This design comes from an exercise in tuning for small area and a short achievable clock period on the open sky130 flow, not from production work. In this exercise RTL edits were held to simulation tests only and were not proved equivalent to the original.

==> v13: inputs <==
// sin_cos
module sin_cos (
  input clock, input [15:0] angle, output [15:0] cos, output [15:0] sin);
Settings: LEC_CHECK=0, ABC_AREA=1, CAP_MARGIN=20, CORE_MARGIN=2, CORE_UTILIZATION=55, CTS_BUF_LIST=sky130_fd_sc_hd__clkbuf_16, CTS_CLUSTER_DIAMETER=80, CTS_CLUSTER_SIZE=24, SETUP_SLACK_MARGIN=3.9, SLEW_MARGIN=20; clock period 6.5 ns.
run.sh (not shown) runs the stock make flow with config.mk's settings and CLKGATE_MAP_FILE= SYNTH_SCRIPT=/design/flow/synth_recipe.tcl, a recipe that flattens the netlist after the stock synthesis.
==> inputs of v27, as changes to v13 <==
--- a/flow/design.v
+++ b/flow/design.v
@@ -162,128 +162,128 @@
   7'd7: x7n = 17'd8192;
   7'd8: x7n = 17'd65536;
   7'd9: x7n = 17'd57344;
   7'd10: x7n = 17'd61440;
   7'd11: x7n = 17'd20480;
   7'd12: x7n = 17'd63488;
   7'd13: x7n = 17'd38912;
-  7'd14: x7n = 17'd51200;
-  7'd15: x7n = 17'd0;
+  7'd14: x7n = 17'd63488;
+  7'd15: x7n = 17'd63488;
   7'd16: x7n = 17'd65536;
   7'd17: x7n = 17'd61440;
   7'd18: x7n = 17'd63488;
   7'd19: x7n = 17'd26624;
   7'd20: x7n = 17'd64512;
   7'd21: x7n = 17'd44032;
   7'd22: x7n = 17'd54272;
   7'd23: x7n = 17'd1536;
   7'd24: x7n = 17'd65024;
   7'd25: x7n = 17'd52736;
   7'd26: x7n = 17'd58880;
   7'd27: x7n = 17'd14080;
   7'd28: x7n = 17'd61952;
   7'd29: x7n = 17'd33408;
-  7'd30: x7n = 17'd47680;
-  7'd31: x7n = 17'd0;
+  7'd30: x7n = 17'd61952;
+  7'd31: x7n = 17'd61952;
   7'd32: x7n = 17'd65536;
   7'd33: x7n = 17'd63488;
   7'd34: x7n = 17'd64512;
   7'd35: x7n = 17'd29696;
   7'd36: x7n = 17'd65024;
   7'd37: x7n = 17'd46592;
   7'd38: x7n = 17'd55808;
   7'd39: x7n = 17'd4864;
   7'd40: x7n = 17'd65280;
   7'd41: x7n = 17'd55040;
   7'd42: x7n = 17'd60160;
   7'd43: x7n = 17'd17280;
   7'd44: x7n = 17'd62720;
   7'd45: x7n = 17'd36160;
-  7'd46: x7n = 17'd49440;
-  7'd47: x7n = 17'd0;
+  7'd46: x7n = 17'd62720;
+  7'd47: x7n = 17'd62720;
   7'd48: x7n = 17'd65408;
   7'd49: x7n = 17'd59264;
   7'd50: x7n = 17'd62336;
   7'd51: x7n = 17'd23488;
   7'd52: x7n = 17'd63872;
   7'd53: x7n = 17'd41376;
-  7'd54: x7n = 17'd52624;
-  7'd55: x7n = 17'd0;
+  7'd54: x7n = 17'd63872;
+  7'd55: x7n = 17'd63872;
   7'd56: x7n = 17'd64640;
   7'd57: x7n = 17'd50320;
   7'd58: x7n = 17'd57480;
   7'd59: x7n = 17'd10840;
   7'd60: x7n = 17'd61060;
   7'd61: x7n = 17'd30580;
-  7'd62: x7n = 17'd45820;
-  7'd63: x7n = 17'd0;
+  7'd62: x7n = 17'd61060;
+  7'd63: x7n = 17'd61060;
   7'd64: x7n = 17'd65536;
   7'd65: x7n = 17'd64512;
   7'd66: x7n = 17'd65024;
   7'd67: x7n = 17'd31232;
   7'd68: x7n = 17'd65280;
   7'd69: x7n = 17'd47872;
   7'd70: x7n = 17'd56576;
   7'd71: x7n = 17'd6528;
   7'd72: x7n = 17'd65408;
   7'd73: x7n = 17'd56192;
   7'd74: x7n = 17'd60800;
   7'd75: x7n = 17'd18880;
   7'd76: x7n = 17'd63104;
   7'd77: x7n = 17'd37536;
-  7'd78: x7n = 17'd50320;
-  7'd79: x7n = 17'd0;
+  7'd78: x7n = 17'd63104;
+  7'd79: x7n = 17'd63104;
   7'd80: x7n = 17'd65472;
   7'd81: x7n = 17'd60352;
   7'd82: x7n = 17'd62912;
   7'd83: x7n = 17'd25056;
   7'd84: x7n = 17'd64192;
   7'd85: x7n = 17'd42704;
-  7'd86: x7n = 17'd53448;
-  7'd87: x7n = 17'd0;
+  7'd86: x7n = 17'd64192;
+  7'd87: x7n = 17'd64192;
   7'd88: x7n = 17'd64832;
   7'd89: x7n = 17'd51528;
   7'd90: x7n = 17'd58180;
   7'd91: x7n = 17'd12460;
   7'd92: x7n = 17'd61506;
   7'd93: x7n = 17'd31994;
-  7'd94: x7n = 17'd46750;
-  7'd95: x7n = 17'd0;
+  7'd94: x7n = 17'd61506;
+  7'd95: x7n = 17'd61506;
   7'd96: x7n = 17'd65504;
   7'd97: x7n = 17'd62432;
   7'd98: x7n = 17'd63968;
   7'd99: x7n = 17'd28144;
   7'd100: x7n = 17'd64736;
   7'd101: x7n = 17'd45288;
   7'd102: x7n = 17'd55012;
   7'd103: x7n = 17'd3196;
   7'd104: x7n = 17'd65120;
   7'd105: x7n = 17'd53860;
   7'd106: x7n = 17'd59490;
   7'd107: x7n = 17'd15670;
   7'd108: x7n = 17'd62305;
   7'd109: x7n = 17'd34765;
-  7'd110: x7n = 17'd48535;
-  7'd111: x7n = 17'd0;
+  7'd110: x7n = 17'd62305;
+  7'd111: x7n = 17'd62305;
   7'd112: x7n = 17'd65312;
   7'd113: x7n = 17'd58146;
   7'd114: x7n = 17'd61729;
   7'd115: x7n = 17'd21907;
   7'd116: x7n = 17'd63521;
   7'd117: x7n = 17'd40027;
-  7'd118: x7n = 17'd51774;
-  7'd119: x7n = 17'd0;
+  7'd118: x7n = 17'd63521;
+  7'd119: x7n = 17'd63521;
   7'd120: x7n = 17'd64417;
   7'd121: x7n = 17'd49087;
   7'd122: x7n = 17'd56752;
   7'd123: x7n = 17'd9214;
-  7'd124: x7n = 17'd60584;
-  7'd125: x7n = 17'd29150;
-  7'd126: x7n = 17'd44867;
-  7'd127: x7n = 17'd0;
+  7'd124: x7n = 17'd64417;
+  7'd125: x7n = 17'd64417;
+  7'd126: x7n = 17'd64417;
+  7'd127: x7n = 17'd64417;
   default: x7n = 17'd0;
 endcase
 always @* case ({e6_5, e5_5, e4_5, e3_5, e2_5, e1_5, e0_5})
   7'd0: y7n = 17'd0;
   7'd1: y7n = 17'd65536;
   7'd2: y7n = 17'd32768;
   7'd3: y7n = 17'd98304;
@@ -293,128 +293,128 @@
   7'd7: y7n = 17'd106496;
   7'd8: y7n = 17'd8192;
   7'd9: y7n = 17'd73728;
   7'd10: y7n = 17'd40960;
   7'd11: y7n = 17'd102400;
   7'd12: y7n = 17'd24576;
   7'd13: y7n = 17'd88064;
-  7'd14: y7n = 17'd56320;
-  7'd15: y7n = 17'd107520;
+  7'd14: y7n = 17'd24576;
+  7'd15: y7n = 17'd24576;
   7'd16: y7n = 17'd4096;
   7'd17: y7n = 17'd69632;
   7'd18: y7n = 17'd36864;
   7'd19: y7n = 17'd100352;
   7'd20: y7n = 17'd20480;
   7'd21: y7n = 17'd84992;
   7'd22: y7n = 17'd52736;
   7'd23: y7n = 17'd107008;
   7'd24: y7n = 17'd12288;
   7'd25: y7n = 17'd77312;
   7'd26: y7n = 17'd44800;
   7'd27: y7n = 17'd103680;
   7'd28: y7n = 17'd28544;
   7'd29: y7n = 17'd90496;
-  7'd30: y7n = 17'd59520;
-  7'd31: y7n = 17'd107520;
+  7'd30: y7n = 17'd28544;
+  7'd31: y7n = 17'd28544;
   7'd32: y7n = 17'd2048;
   7'd33: y7n = 17'd67584;
   7'd34: y7n = 17'd34816;
   7'd35: y7n = 17'd99328;
   7'd36: y7n = 17'd18432;
   7'd37: y7n = 17'd83456;
   7'd38: y7n = 17'd50944;
   7'd39: y7n = 17'd106752;
   7'd40: y7n = 17'd10240;
   7'd41: y7n = 17'd75520;
   7'd42: y7n = 17'd42880;
   7'd43: y7n = 17'd103040;
   7'd44: y7n = 17'd26560;
   7'd45: y7n = 17'd89280;
-  7'd46: y7n = 17'd57920;
-  7'd47: y7n = 17'd107520;
+  7'd46: y7n = 17'd26560;
+  7'd47: y7n = 17'd26560;
   7'd48: y7n = 17'd6144;
   7'd49: y7n = 17'd71552;
   7'd50: y7n = 17'd38848;
   7'd51: y7n = 17'd101184;
   7'd52: y7n = 17'd22496;
   7'd53: y7n = 17'd86368;
-  7'd54: y7n = 17'd54432;
-  7'd55: y7n = 17'd107056;
+  7'd54: y7n = 17'd22496;
+  7'd55: y7n = 17'd22496;
   7'd56: y7n = 17'd14320;
   7'd57: y7n = 17'd78960;
   7'd58: y7n = 17'd46640;
   7'd59: y7n = 17'd104120;
   7'd60: y7n = 17'd30480;
   7'd61: y7n = 17'd91540;
-  7'd62: y7n = 17'd61010;
-  7'd63: y7n = 17'd107520;
+  7'd62: y7n = 17'd30480;
+  7'd63: y7n = 17'd30480;
   7'd64: y7n = 17'd1024;
   7'd65: y7n = 17'd66560;
   7'd66: y7n = 17'd33792;
   7'd67: y7n = 17'd98816;
   7'd68: y7n = 17'd17408;
   7'd69: y7n = 17'd82688;
   7'd70: y7n = 17'd50048;
   7'd71: y7n = 17'd106624;
   7'd72: y7n = 17'd9216;
   7'd73: y7n = 17'd74624;
   7'd74: y7n = 17'd41920;
   7'd75: y7n = 17'd102720;
   7'd76: y7n = 17'd25568;
   7'd77: y7n = 17'd88672;
-  7'd78: y7n = 17'd57120;
-  7'd79: y7n = 17'd107520;
+  7'd78: y7n = 17'd25568;
+  7'd79: y7n = 17'd25568;
   7'd80: y7n = 17'd5120;
   7'd81: y7n = 17'd70592;
   7'd82: y7n = 17'd37856;
   7'd83: y7n = 17'd100768;
   7'd84: y7n = 17'd21488;
   7'd85: y7n = 17'd85680;
-  7'd86: y7n = 17'd53584;
-  7'd87: y7n = 17'd107032;
+  7'd86: y7n = 17'd21488;
+  7'd87: y7n = 17'd21488;
   7'd88: y7n = 17'd13304;
   7'd89: y7n = 17'd78136;
   7'd90: y7n = 17'd45720;
   7'd91: y7n = 17'd103900;
   7'd92: y7n = 17'd29512;
   7'd93: y7n = 17'd91018;
-  7'd94: y7n = 17'd60265;
-  7'd95: y7n = 17'd107520;
+  7'd94: y7n = 17'd29512;
+  7'd95: y7n = 17'd29512;
   7'd96: y7n = 17'd3072;
   7'd97: y7n = 17'd68576;
   7'd98: y7n = 17'd35824;
   7'd99: y7n = 17'd99792;
   7'd100: y7n = 17'd19448;
   7'd101: y7n = 17'd84184;
   7'd102: y7n = 17'd51816;
   7'd103: y7n = 17'd106828;
   7'd104: y7n = 17'd11260;
   7'd105: y7n = 17'd76380;
   7'd106: y7n = 17'd43820;
   7'd107: y7n = 17'd103310;
   7'd108: y7n = 17'd27540;
   7'd109: y7n = 17'd89845;
-  7'd110: y7n = 17'd58692;
-  7'd111: y7n = 17'd107520;
+  7'd110: y7n = 17'd27540;
+  7'd111: y7n = 17'd27540;
   7'd112: y7n = 17'd7166;
   7'd113: y7n = 17'd72478;
   7'd114: y7n = 17'd39822;
   7'd115: y7n = 17'd101551;
   7'd116: y7n = 17'd23494;
   7'd117: y7n = 17'd87014;
-  7'd118: y7n = 17'd55254;
-  7'd119: y7n = 17'd107056;
+  7'd118: y7n = 17'd23494;
+  7'd119: y7n = 17'd23494;
   7'd120: y7n = 17'd15330;
   7'd121: y7n = 17'd79746;
   7'd122: y7n = 17'd47538;
   7'd123: y7n = 17'd104289;
-  7'd124: y7n = 17'd31434;
-  7'd125: y7n = 17'd92017;
-  7'd126: y7n = 17'd61725;
-  7'd127: y7n = 17'd107520;
+  7'd124: y7n = 17'd15330;
+  7'd125: y7n = 17'd15330;
+  7'd126: y7n = 17'd15330;
+  7'd127: y7n = 17'd15330;
   default: y7n = 17'd0;
 endcase
 reg [16:0] x7, y7;
 always @(posedge clock) begin x7 <= x7n; y7 <= y7n; end
 wire ax7_1 = x7[0] & ~(e7_6 & y7[7]);
 wire ax7_2 = x7[1] & ~(e7_6 & y7[8]);
 wire ax7_3 = x7[2] & ~(e7_6 & y7[9]);
@@ -2174,128 +2174,128 @@
   7'd7: gn = 16'd40206;
   7'd8: gn = 16'd65030;
   7'd9: gn = 16'd45982;
   7'd10: gn = 16'd58162;
   7'd11: gn = 16'd41126;
   7'd12: gn = 16'd63085;
   7'd13: gn = 16'd44607;
-  7'd14: gn = 16'd56422;
-  7'd15: gn = 16'd39896;
+  7'd14: gn = 16'd63085;
+  7'd15: gn = 16'd63085;
   7'd16: gn = 16'd65410;
   7'd17: gn = 16'd46251;
   7'd18: gn = 16'd58502;
   7'd19: gn = 16'd41366;
   7'd20: gn = 16'd63453;
   7'd21: gn = 16'd44868;
   7'd22: gn = 16'd56752;
   7'd23: gn = 16'd40129;
   7'd24: gn = 16'd64905;
   7'd25: gn = 16'd45894;
   7'd26: gn = 16'd58051;
   7'd27: gn = 16'd41047;
   7'd28: gn = 16'd62964;
   7'd29: gn = 16'd44521;
-  7'd30: gn = 16'd56314;
-  7'd31: gn = 16'd39819;
+  7'd30: gn = 16'd62964;
+  7'd31: gn = 16'd62964;
   7'd32: gn = 16'd65502;
   7'd33: gn = 16'd46316;
   7'd34: gn = 16'd58584;
   7'd35: gn = 16'd41425;
   7'd36: gn = 16'd63542;
   7'd37: gn = 16'd44931;
   7'd38: gn = 16'd56832;
   7'd39: gn = 16'd40185;
   7'd40: gn = 16'd64997;
   7'd41: gn = 16'd45958;
   7'd42: gn = 16'd58132;
   7'd43: gn = 16'd41105;
   7'd44: gn = 16'd63053;
   7'd45: gn = 16'd44584;
-  7'd46: gn = 16'd56393;
-  7'd47: gn = 16'd39875;
+  7'd46: gn = 16'd63053;
+  7'd47: gn = 16'd63053;
   7'd48: gn = 16'd65377;
   7'd49: gn = 16'd46227;
   7'd50: gn = 16'd58472;
   7'd51: gn = 16'd41345;
   7'd52: gn = 16'd63421;
   7'd53: gn = 16'd44845;
-  7'd54: gn = 16'd56723;
-  7'd55: gn = 16'd40108;
+  7'd54: gn = 16'd63421;
+  7'd55: gn = 16'd63421;
   7'd56: gn = 16'd64872;
   7'd57: gn = 16'd45870;
   7'd58: gn = 16'd58021;
   7'd59: gn = 16'd41026;
   7'd60: gn = 16'd62932;
   7'd61: gn = 16'd44498;
-  7'd62: gn = 16'd56285;
-  7'd63: gn = 16'd39798;
+  7'd62: gn = 16'd62932;
+  7'd63: gn = 16'd62932;
   7'd64: gn = 16'd65528;
   7'd65: gn = 16'd46335;
   7'd66: gn = 16'd58607;
   7'd67: gn = 16'd41441;
   7'd68: gn = 16'd63568;
   7'd69: gn = 16'd44949;
   7'd70: gn = 16'd56854;
   7'd71: gn = 16'd40201;
   7'd72: gn = 16'd65023;
   7'd73: gn = 16'd45977;
   7'd74: gn = 16'd58155;
   7'd75: gn = 16'd41121;
   7'd76: gn = 16'd63078;
   7'd77: gn = 16'd44602;
-  7'd78: gn = 16'd56415;
-  7'd79: gn = 16'd39891;
+  7'd78: gn = 16'd63078;
+  7'd79: gn = 16'd63078;
   7'd80: gn = 16'd65403;
   7'd81: gn = 16'd46246;
   7'd82: gn = 16'd58495;
   7'd83: gn = 16'd41361;
   7'd84: gn = 16'd63446;
   7'd85: gn = 16'd44863;
-  7'd86: gn = 16'd56745;
-  7'd87: gn = 16'd40124;
+  7'd86: gn = 16'd63446;
+  7'd87: gn = 16'd63446;
   7'd88: gn = 16'd64898;
   7'd89: gn = 16'd45889;
   7'd90: gn = 16'd58044;
   7'd91: gn = 16'd41042;
   7'd92: gn = 16'd62957;
   7'd93: gn = 16'd44516;
-  7'd94: gn = 16'd56307;
-  7'd95: gn = 16'd39814;
+  7'd94: gn = 16'd62957;
+  7'd95: gn = 16'd62957;
   7'd96: gn = 16'd65495;
   7'd97: gn = 16'd46311;
   7'd98: gn = 16'd58577;
   7'd99: gn = 16'd41420;
   7'd100: gn = 16'd63535;
   7'd101: gn = 16'd44926;
   7'd102: gn = 16'd56825;
   7'd103: gn = 16'd40180;
   7'd104: gn = 16'd64990;
   7'd105: gn = 16'd45953;
   7'd106: gn = 16'd58125;
   7'd107: gn = 16'd41100;
   7'd108: gn = 16'd63046;
   7'd109: gn = 16'd44579;
-  7'd110: gn = 16'd56386;
-  7'd111: gn = 16'd39870;
+  7'd110: gn = 16'd63046;
+  7'd111: gn = 16'd63046;
   7'd112: gn = 16'd65370;
   7'd113: gn = 16'd46222;
   7'd114: gn = 16'd58465;
   7'd115: gn = 16'd41340;
   7'd116: gn = 16'd63414;
   7'd117: gn = 16'd44840;
-  7'd118: gn = 16'd56716;
-  7'd119: gn = 16'd40103;
+  7'd118: gn = 16'd63414;
+  7'd119: gn = 16'd63414;
   7'd120: gn = 16'd64865;
   7'd121: gn = 16'd45865;
   7'd122: gn = 16'd58014;
   7'd123: gn = 16'd41021;
-  7'd124: gn = 16'd62925;
-  7'd125: gn = 16'd44493;
-  7'd126: gn = 16'd56278;
-  7'd127: gn = 16'd39793;
+  7'd124: gn = 16'd64865;
+  7'd125: gn = 16'd64865;
+  7'd126: gn = 16'd64865;
+  7'd127: gn = 16'd64865;
   default: gn = 16'd0;
 endcase
 reg [15:0] g14; always @(posedge clock) g14 <= gn;
 wire [17:0] g3n = {2'b00, g14} + {1'b0, g14, 1'b0};
 reg [15:0] gm; reg [17:0] g3m; always @(posedge clock) begin gm <= g14; g3m <= g3n; end
 reg [5:0] pc_d1, pc_d2, pc_d3, pc_d4, pc_dn;
 always @(posedge clock) begin
Settings changed: CORE_UTILIZATION 55 to 40, SETUP_SLACK_MARGIN 3.9 to 4.0.
==> summary of the runs <==
Cell count: v27 is larger than v13 (6.4%).
Between v13 and v27, the lower global-route usage is in v27 (gap 8.5 points).
Between v27 and v13, the lower synthesized area is in v27 (gap about 0.8%, measured against v13).
In v13 the via count is larger than in v27, by 2.1%.
Sequential share of layout area: v13 is higher than v27 (0.51 points).
Against v13, the non-clock buffer count of v27 is higher by 58.
Against v13, the clock-buffer cell count of v27 is higher by 2.
In v13 the critical path depth is lower than in v27, by 1.
==> figures <==
Starting utilization of the core area: v27 0.403; v13 0.555
Full die area: v27 116000 sq um; v13 85200 sq um
Wirelength per Cell: v27 18.1 um; v13 19.6 um
Simple-gate share of the synthesized area: v27 0.140; v13 0.143
Finished Layout Cells: v27 6885; v13 6473
Resized Gates After CTS: v27 264; v13 110
Hpwl dp: v27 89700 um; v13 91700 um
Global-route total usage across every layer: v27 0.208; v13 0.293
Met3 usage: v27 0.0365; v13 0.0446
Post-synthesis share of cell area spent on xor and xnor gates: v27 0.0872; v13 0.0840
Outcome: v27 no timing/DRC/antenna violations; v13 no timing/DRC/antenna violations
Drt total wl: v27 124000 um; v13 127000 um
Final setup margin: v27 4000 ps; v13 3820 ps
Worst path arrival time: v27 3050 ps; v13 3190 ps
Stage delay of the slowest cell on the critical path: v27 850 ps; v13 990 ps
Synth unique cells: v27 65; v13 74
First DRT Iteration DRCs: v27 3603; v13 3468
Routed length on met1: v27 49100 um; v13 49500 um

## port drivers added, routing unchanged
In the flow no input, the clock included, has a driving cell. The finished layouts below were timed again as built, in two steps.
Step 1 (the two cells are an assumption about what drives the block):
set clk [get_ports {clock}]
set_driving_cell -lib_cell sky130_fd_sc_hd__clkbuf_16 $clk
set_driving_cell -lib_cell sky130_fd_sc_hd__buf_2 [delete_from_list [all_inputs] $clk]
Step 2 moves the port delays by t, midway between the first and last clock arrival at a register: inputs arrive t later, outputs are due t later. That takes back most of the time a late clock gives input paths.
Three values: ideal ports, drivers, drivers and shift; two values: the first two.
run	t (ns)	slack for setup (ns)	worst setup path after step 2	worst register clock-pin slew, ns	pins driven straight from the clock port
v13	0.706	3.824 / 3.824 / 3.504	input to register	0.10 / 0.10	1
v27	0.732	4.002 / 4.001 / 3.457	input to register	0.10 / 0.10	1
After both steps setup and hold are still met in every run listed. For v27, which loses most, drivers alone change the setup slack by -0.001 ns; drivers and shift together by -0.545 ns.
